From an optimization exercise on the open Yosys and OpenROAD flow, aimed at small area; shortcuts taken in it are not production practice. Only simulation tests tie the RTL to the original design; equivalence was not proved. No activity file was given, so power comes from the tool's default toggle rates.

==> flow/run.sh <==
#!/bin/bash
# synth_recipe.tcl (not shown) runs the flow's synth.tcl, then flattens the netlist and writes it again
# the make line also repeats each setting of config.mk as NAME=value (left out here)
make -C /OpenROAD-flow-scripts/flow DESIGN_CONFIG=/design/flow/config.mk WORK_HOME=/design/flow/orfs CLKGATE_MAP_FILE= SYNTH_SCRIPT=/design/flow/synth_recipe.tcl finish
==> flow/config.mk <==
export PLATFORM = sky130hd
export DESIGN_NAME = ALUG13
export DESIGN_NICKNAME = ALUG13
export VERILOG_FILES = /design/flow/design.v
export SDC_FILE = /design/flow/constraint.sdc
export NUM_CORES = 4
export LEC_CHECK = 0
export CAP_MARGIN = 20
export CORE_MARGIN = 2
export CORE_UTILIZATION = 30
export SLEW_MARGIN = 20
==> flow/constraint.sdc <==
create_clock -name core_clock -period 9.0 [get_ports {clk}]
set_input_delay 1.8000 -clock core_clock [delete_from_list [all_inputs] [get_ports {clk}]]
set_output_delay 1.8000 -clock core_clock [all_outputs]
set_load 0.01 [all_outputs]
==> flow/design.v <==
`timescale 1ns/1ps
module ALUG13 (
    input               clk,
    input               rst_n,
    input      [63:0]   A,
    input      [63:0]   B,
    input      [3:0]    op_code,
    input      [5:0]    sub_start,  
    input      [5:0]    sub_len,   
    input      [5:0]    shift_amt,
    output reg [63:0]   O,
    output reg          overflow   
);
    reg [63:0] result;
    reg        carry;
    reg [63:0] A_shifted;
    reg [63:0] mask;
    always @(*) begin
        result = 64'b0;
        carry  = 1'b0;
        mask      = 64'b0;
        A_shifted = 64'b0;
        if (op_code == 4'b0000) begin
            {carry, result} = A + B;
        end
        else if (op_code == 4'b0001) begin
            {carry, result} = A - B;
        end
        else if (op_code == 4'b0010) begin
            result = A & B;
        end
        else if (op_code == 4'b0011) begin
            result = A | B;
        end
        else if (op_code == 4'b0100) begin
            result = ~(A ^ B);
        end
        else if (op_code == 4'b0101) begin
            if (A > B)
				result = 64'd1;
			else
				result = 64'd0;
            carry = 1'b0;
        end
        else if (op_code == 4'b0110) begin
            result = A << shift_amt;
        end
        else if (op_code == 4'b0111) begin
            result = A >> shift_amt;
        end
        else if (op_code == 4'b1000) begin
            if (sub_len == 0)
                mask = 64'b0;
            else
                mask = (64'h1 << sub_len) - 1;
            if ( ((A >> sub_start) & mask) == ((B >> sub_start) & mask) )
                result = 64'b1;
            else
                result = 64'b0;
        end
        else if (op_code == 4'b1001) begin
            A_shifted = A >> shift_amt;
            if (A_shifted > B)
                result = 64'b1;
            else
                result = 64'b0;
            carry = 1'b0;
        end
        else if (op_code == 4'b1010) begin
            A_shifted = A << shift_amt;
            if (A_shifted > B)
                result = 64'b1;
            else
                result = 64'b0;
            carry = 1'b0;
        end
    end
    always @(posedge clk or negedge rst_n) begin
        if (!rst_n) begin
            O <= 64'b0;
            overflow <= 1'b0;
        end 
        else begin
            O <= result;
            overflow <= carry;
        end
    end
endmodule
==> results_dict.tcl, run 1 <==
set metrics [dict create \
    tightest_slew_ns 1.21 \
    firstDrtPassIters 7 \
    synth_ff_type "dfrtp_1" \
    dieHeight_um 319 \
    postCtsSetupRepairBufs 0 \
    portBuffers 216 \
    mostFrequentLayoutCells "nor2_1, a21oi_1, ha_1" \
    p_total_uw 3160 \
    syn-num-nets 4503 \
    powerDensity_nw_per_um2 95.1 \
    drtAntennaViolNets 0 \
    holdBufCountCts 0 \
    dieArea_um2 102000 \
    drt-initial-drc-count 5446 \
    min_path_type "input pin to asynchronous set/reset pin" \
    rows 115 \
    worst_setup_path_end_kind "register" \
    synth_edf_count 0 \
    status "complete, no violations" \
    fin_crit_sh 0.805 \
    path_class "input pin to register" \
    vias 35200 \
    cts_buffers 9 \
    die_w_um 319 \
    antenna_found_initial 4 \
    wl_um 168000 \
    worstSetupEndpoint "O[0]$_DFF_PN0_" \
    clockBufferDepth 2 \
    routabilityCongestion 1.09 \
    track_usage 0.315 \
    critPathLaunchType "input pin" \
    period_needed_ns 7.25 \
    viasPerCell 6.65 \
    wl_per_cell_um 31.7 \
    clock-sinks 65 \
    synthArstFlopShare 1.00 \
    critPathLaunch "shift_amt[0]" \
    drc 0 \
    p_leak_uw 0.0135 \
    seq_area_frac_synth 0.0545 \
    path_max_fanout 58 \
    slew_headroom 0.183 \
    io_pins 217 \
    cts_resized 0 \
    netlist_area_um2 29900 \
    final_common_cell "nor2_1" \
    netlist_instances 4028 \
    initial_core_util 0.303 \
    synth_cell_types 93 \
    drv_slew 0 \
    ys.warnings.count 1 \
    final_nets 4473 \
    syn_to_final_growth_pct 11.3 \
    grt-ovfl-total 0 \
    cts-root-buf "clkbuf_16" \
    grt_pass1_vias 32600 \
    core-area_um2 98600 \
    grt_pass1_wl_um 239000 \
    grt_max_degree 74 \
    cts.clk_slew.worst_paths_ns 0.07 \
    hold_violations 0 \
    max-vdd-ir-drop_mv 0.0986 \
    htreeDepth 3 \
    dp_hpwl_um 135000 \
    max_freq_mhz 138 \
    cts_tree "done" \
    rsz0062_at_grt "false" \
    arrival_ns 7.57 \
    setup_tns_ns 0 \
    synth_seq_cells 65 \
    maxCapViolations 0 \
    setup_viol_count_final 0 \
    drive_above_1_share 0.102 \
    postSynthAreaPerCell_um2 7.41 \
    cp.required_ns 9.32 \
]
-- layout make-up --
type / instances / area [um^2]
diodes: 1 / 2.50
clock buffers: 12 / 246
clock inverters: 3 / 17.5
fillers: 10400 / 65300
inverters: 223 / 841
multi-input cells: 3386 / 26000
flip-flops and latches: 65 / 1630
well taps: 1287 / 1610
repair buffers: 313 / 2890
-- sequential cells by signal (all words and copies together), names as in the netlist --
name,count
O,64
overflow,1
-- stage by stage --
| step | worst slack, ns | hold WS, ns | instances | cell area [um^2] | utilization |
|---|---|---|---|---|---|
| after floorplan | 3.27 | 1.50 | 4028 | 29900 | - |
| after global placement | 1.70 | 1.73 | 5273 | 32900 | 0.334 |
| after detailed placement | 1.56 | 1.73 | 5273 | 33000 | 0.334 |
| after CTS | 1.97 | 1.31 | 5288 | 33200 | 0.337 |
| after global routing | 1.55 | 1.32 | 5289 | 33200 | 0.337 |
| final | 1.75 | 1.31 | 5290 | 33200 | 0.337 |
-- routing by layer --
metal / vias up / share of wire / GRT usage
li1: 15000 / - / -
met3: 436 / 0.11 / 0.0720
met4: 6 / 0.065 / 0.165
met2: 2532 / 0.41 / 0.455
met1: 17200 / 0.41 / 0.435
met5: - / 0.00021 / 0
-- cells in the mapped netlist, drive strengths merged (27+ instances only) --
master	number	area (um^2)
nor2	458	1720
a21oi	423	2120
ha	321	4020
o21ai	286	1440
clkbuf	250	938
nand2	235	882
inv	219	822
mux4	191	4300
mux2i	144	1440
xnor2	124	1090
buf	104	505
o22ai	81	507
nor3	80	400
a21o	71	533
nand3	67	335
dfrtp	65	1630
nand4	60	375
xor2	60	526
nor2b	58	363
o221ai	57	499
mux2	54	608
o21bai	44	330
a211oi	41	313
a221oi	39	348
nand2b	37	231
nor4	37	231
o31ai	31	233
or3	30	188
a221o	29	290
a31oi	28	175
o211ai	27	203
-- worst max-delay path: stages --
cell and delay (ns):
clkbuf_8 0.47, buf_12 0.45, mux4_2 0.58, mux2i_1 0.20, o22a_1 0.48, mux2i_1 0.34
a21oi_1 0.62, inv_1 0.11, ha_1 0.32, and4_1 0.28, nand3_1 0.17, nor3_1 0.47
nand2_1 0.11, nor4_1 0.46, o21ai_0 0.19, nand4_1 0.11, o21ai_0 0.09, nand2_1 0.06
o21ai_0 0.08, nand3_1 0.11
-- power breakdown --
part,internal [uW],switching [uW]
sequential,324,10.1
clock,192,167
combinational,883,1580
-- cell families (layout without fill, tap and decap cells) --
group / Yosys count / after routing / synth area share
mux: 389 / 389 / 0.213
buf+inv: 577 / 551 / 0.0764
simple gates: 1149 / 1149 / 0.179
compound gates: 1338 / 1338 / 0.287
fa+ha+maj: 326 / 326 / 0.137
xor+xnor: 184 / 184 / 0.0540
flops: 65 / 65 / 0.0545
other cells: 0 / 1 / 0
-- how the worst min path moves through the flow --
stage / cells after the start / slack, ns / end / from
global placement: 1 / 1.73 / O[45]$_DFF_PN0_ / rst_n
global route: 1 / 1.32 / O[45]$_DFF_PN0_ / rst_n
floorplan: 0 / 1.50 / O[0]$_DFF_PN0_ / rst_n
CTS: 1 / 1.31 / O[0]$_DFF_PN0_ / rst_n
detailed placement: 1 / 1.73 / O[45]$_DFF_PN0_ / rst_n
finish: 1 / 1.31 / O[53]$_DFF_PN0_ / rst_n
==> run 2, diff against run 1 <==
==> flow/design.v (replaced) <==
`timescale 1ns/1ps
module ALUG13 (
    input               clk,
    input               rst_n,
    input      [63:0]   A,
    input      [63:0]   B,
    input      [3:0]    op_code,
    input      [5:0]    sub_start,
    input      [5:0]    sub_len,
    input      [5:0]    shift_amt,
    output reg [63:0]   O,
    output reg          overflow
);
    wire op_add  = (op_code == 4'd0);
    wire op_sub  = (op_code == 4'd1);
    wire op_and  = (op_code == 4'd2);
    wire op_or   = (op_code == 4'd3);
    wire op_xnor = (op_code == 4'd4);
    wire op_gt   = (op_code == 4'd5);
    wire op_shl  = (op_code == 4'd6);
    wire op_shr  = (op_code == 4'd7);
    wire op_sub8 = (op_code == 4'd8);
    wire op_rgt  = (op_code == 4'd9);
    wire op_lgt  = (op_code == 4'd10);
    wire left    = op_shl | op_lgt;
    wire inv_b   = op_sub | op_gt | op_rgt | op_lgt;
    wire cin     = op_sub;
    reg  [63:0] sh_in, sh_out;
    integer k;
    always @(*) begin
        for (k = 0; k < 64; k = k + 1)
            sh_in[k] = left ? A[63-k] : A[k];
    end
    wire [63:0] sr = sh_in >> shift_amt;
    always @(*) begin
        for (k = 0; k < 64; k = k + 1)
            sh_out[k] = left ? sr[63-k] : sr[k];
    end
    wire [63:0] P = (op_rgt | op_lgt) ? sh_out : A;
    wire [63:0] Q = B ^ {64{inv_b}};
    wire [63:0] g = P & Q;
    wire [63:0] p = P ^ Q;
    reg [63:0] G, T;
    integer l, i;
    always @(*) begin
        G = g;
        T = p;
        G[0] = g[0] | (p[0] & cin);
        for (l = 0; l < 6; l = l + 1) begin
            for (i = (2 << l) - 1; i < 64; i = i + (2 << l)) begin
                G[i] = G[i] | (T[i] & G[i - (1 << l)]);
                T[i] = T[i] & T[i - (1 << l)];
            end
        end
        for (l = 4; l >= 0; l = l - 1) begin
            for (i = 3 * (1 << l) - 1; i < 64; i = i + (2 << l)) begin
                G[i] = G[i] | (T[i] & G[i - (1 << l)]);
                T[i] = T[i] & T[i - (1 << l)];
            end
        end
    end
    wire [63:0] c   = {G[62:0], cin};
    wire [63:0] sum = p ^ c;
    wire        co  = G[63];
    wire [6:0] s_end = {1'b0, sub_start} + {1'b0, sub_len};
    reg [63:0] win;
    always @(*) begin
        for (k = 0; k < 64; k = k + 1)
            win[k] = (k >= sub_start) && (k < s_end);
    end
    wire eq = ~|(p & win);
    reg [63:0] result;
    reg        carry;
    always @(*) begin
        result = ({64{op_add | op_sub}} & sum)
               | ({64{op_and}}  & g)
               | ({64{op_or}}   & (g | p))
               | ({64{op_xnor}} & ~p)
               | ({64{op_shl | op_shr}} & sh_out);
        result[0] = result[0] | ((op_gt | op_rgt | op_lgt) & co) | (op_sub8 & eq);
        carry = (op_add & co) | (op_sub & ~co);
    end
    always @(posedge clk or negedge rst_n) begin
        if (!rst_n) begin
            O <= 64'b0;
            overflow <= 1'b0;
        end
        else begin
            O <= result;
            overflow <= carry;
        end
    end
endmodule
--- a/flow/config.mk
+++ b/flow/config.mk
@@ -5,6 +5,7 @@
 export SDC_FILE = /design/flow/constraint.sdc
 export NUM_CORES = 4
 export LEC_CHECK = 0
+export ABC_AREA = 1
 export CAP_MARGIN = 20
 export CORE_MARGIN = 2
 export CORE_UTILIZATION = 30
==> run 2 against run 1 <==
Non-clock buffer count fell by 54. Sequential cell count unchanged. Area after synthesis is 42% lower. Sequential share of layout area grew 3.2 points. Hold slack better by 0.35 ns. Clock power up 18%. Utilization rose by 2.0 points. Final cell count shrank 26%. Cell area shrank 39%. Critical path type unchanged. Largest cell class unchanged.
==> results_dict.tcl, run 2 <==
set metrics [dict create \
    rows 87 \
    cts_tree "done" \
    initial_core_util 0.305 \
    routabilityCongestion 1.01 \
    final_nets 3467 \
    synth_edf_count 0 \
    timing.final.ws_setup_ns 1.04 \
    fillCellCount 6348 \
    cts_resized 0 \
    setup_viol_count_final 0 \
    netlist_instances 3054 \
    drv_slew 0 \
    die_w_um 244 \
    top_register "O" \
    synth_top_cell_by_area "nand2_1" \
    tightest_slew_ns 1.08 \
    track_usage 0.290 \
    cts.clk_slew.worst_paths_ns 0.07 \
    synth_ff_type "dfrtp_1" \
    htreeDepth 3 \
    dieArea_um2 59400 \
    synth_cell_types 57 \
    clock-sinks 65 \
    dp_hpwl_um 70400 \
    antenna_found_initial 0 \
    post-synth-top-area-fraction 0.216 \
    drtAntennaViolNets 0 \
    grt_pass1_vias 20100 \
    grt_pass1_wl_um 130000 \
    mostFrequentLayoutCells "nand2_1, nand3_1, inv_1" \
    core-area_um2 56600 \
    cp_slowest_cell "a2111oi_0" \
    path_max_fanout 27 \
    syn-num-nets 3374 \
    path_class "input pin to register" \
    fin_cells 3909 \
    synth_common_cells "nand2_1, nand3_1, inv_1" \
    powerDensity_nw_per_um2 117 \
    dieHeight_um 244 \
    wl_um 88600 \
    drt-initial-drc-count 3291 \
    seq_area_frac_synth 0.0943 \
    synth_seq_cells 65 \
    cts_buffers 9 \
    dp_slack_ns 0.827 \
    wl_per_cell_um 22.7 \
    slew_headroom 0.281 \
    crit_path_frequent_cell "nand2_1" \
    ys.warnings.count 1 \
    worst_setup_path_end_kind "register" \
    final_common_cell "nand2_1" \
    portBuffers 216 \
    largest_reg_flops 64 \
    p_leak_uw 0.0102 \
    period_needed_ns 7.96 \
    grt_max_degree 88 \
    vias 21800 \
    holdBufCountCts 0 \
    reg.largest.list "O (64), overflow (1)" \
    setup_tns_ns 0 \
    cts-root-buf "clkbuf_16" \
    viasPerCell 5.57 \
    placed_cells 3892 \
    netlist_top_cells_area "nand2_1, nand3_1, ha_1" \
    min_path_type "input pin to asynchronous set/reset pin" \
    critPathLaunchType "input pin" \
    maxCapViolations 0 \
    cpPeakStageDelay_ns 0.63 \
    cp.required_ns 9.21 \
    max-vdd-ir-drop_mv 0.0895 \
    synth_most_common_cell "nand2_1" \
    io_pins 217 \
    grt-ovfl-total 0 \
    synthArstFlopShare 1.00 \
    clockBufferDepth 2 \
    fin_crit_sh 0.885 \
    p_total_uw 2370 \
    firstDrtPassIters 8 \
    rsz0062_at_grt "false" \
    hold_violations 0 \
    arrival_ns 8.18 \
    status "complete, no violations" \
    syn_to_final_growth_pct 17.2 \
    postCtsSetupRepairBufs 0 \
    drive_above_1_share 0.0638 \
    drc 0 \
    postSynthAreaPerCell_um2 5.65 \
    max_freq_mhz 126 \
    netlist_area_um2 17200 \
]
==> run 2: cell types whose count changed in the layout (fill, tap and decap cells not counted), sizes merged, moves of 187 or more <==
cell	delta
ha	-187
nand2	+774
a21oi	-347
nor2	-312
nand3	+622
mux4	-191
==> run 2: worst max-delay path by stage <==
stage / start / to / slack, ns / cells past startpoint
6_report: op_code[3] / O[57]$_DFF_PN0_ / 1.04 / 40
4_1_cts: op_code[3] / O[59]$_DFF_PN0_ / 1.20 / 42
3_5_place_dp: op_code[3] / O[46]$_DFF_PN0_ / 0.83 / 41
5_1_grt: op_code[1] / O[59]$_DFF_PN0_ / 0.47 / 40
3_3_place_gp: op_code[1] / O[59]$_DFF_PN0_ / 0.89 / 40
2_1_floorplan: shift_amt[0] / O[46]$_DFF_PN0_ / 2.75 / 37
==> run 2: worst max-delay path: cells and delay by family <==
kind / cells / cell delay, ns
buf+inv: 5 / 1.01
compound gates: 6 / 1.29
simple gates: 26 / 3.03
fa+ha+maj: 3 / 1.02
==> run 2: per-stage QoR <==
step	utilization	hold slack (ns)	area [um^2]
2_1_floorplan	-	1.50	17200
3_3_place_gp	0.351	2.06	19900
3_5_place_dp	0.351	2.07	19900
4_1_cts	0.357	1.68	20200
5_1_grt	0.357	1.74	20200
6_report	0.357	1.66	20200
==> run 2: routing by layer <==
layer	vias up	part of all wire	GRT usage
met1	9940	0.41	0.384
met2	1287	0.43	0.442
met5	-	0	0
met3	246	0.085	0.0375
met4	0	0.077	0.185
li1	10300	-	-
==> run 2: area by class of cell <==
cell class	instances	area (um^2)	share of cell area
sequential	65	1630	0.0805
clock buffer	11	253	0.0125
multi-input combinational	2518	13700	0.677
timing repair buffer	259	2520	0.125
tap	756	946	0.0468
clock inverter	5	85.1	0.00421
antenna	1	2.50	0.000124
inverter	294	1100	0.0546
==> run 2: cells by family after synthesis <==
logic type,Yosys count,share of synthesized area
AND/OR/NAND/NOR,1934,0.493
buffers and inverters,471,0.114
AO/OA/AOI/OAI,352,0.129
adder cells (fa/ha/maj),168,0.137
flip-flops,65,0.0943
XOR/XNOR,64,0.0325
==> run 2: report_power, final <==
part / internal, uW / leakage (uW) / switching (uW)
combinational: 544 / 0.00914 / 1050
sequential: 334 / 0.000859 / 18.6
clock: 260 / 0.000162 / 165
total: 1140 / 0.0102 / 1240

-- port drivers added, routing unchanged --
No port has a modelled driver above. Below, the same layouts with a new extraction and two added sets of constraints. Step 1 (the two cells are an assumption about what drives the block):
set clk [get_ports {clk}]
set_driving_cell -lib_cell sky130_fd_sc_hd__clkbuf_16 $clk
set_driving_cell -lib_cell sky130_fd_sc_hd__buf_2 [delete_from_list [all_inputs] $clk]
Step 2 moves the port delays by t, midway between the first and last clock arrival at a register: inputs arrive t later, outputs are due t later. That takes back most of the time a late clock gives input paths. a / b / c = ideal ports / drivers / drivers and shift; a / b = the first two.
run	t, ns	setup slack, ns	hold WS [ns]	clock arrival spread, ns	worst register clock-pin slew, ns
run 1	0.446	1.755 / 1.719 / 1.274	1.312 / 1.281 / 1.727	0.017 / 0.017	0.07 / 0.07
run 2	0.411	1.035 / 1.067 / 0.656	1.663 / 1.632 / 2.043	0.016 / 0.016	0.07 / 0.07
After both steps every run listed still meets setup and hold. The setup slack of run 1, which loses most, moves by -0.036 ns with the drivers and by -0.481 ns with both steps.
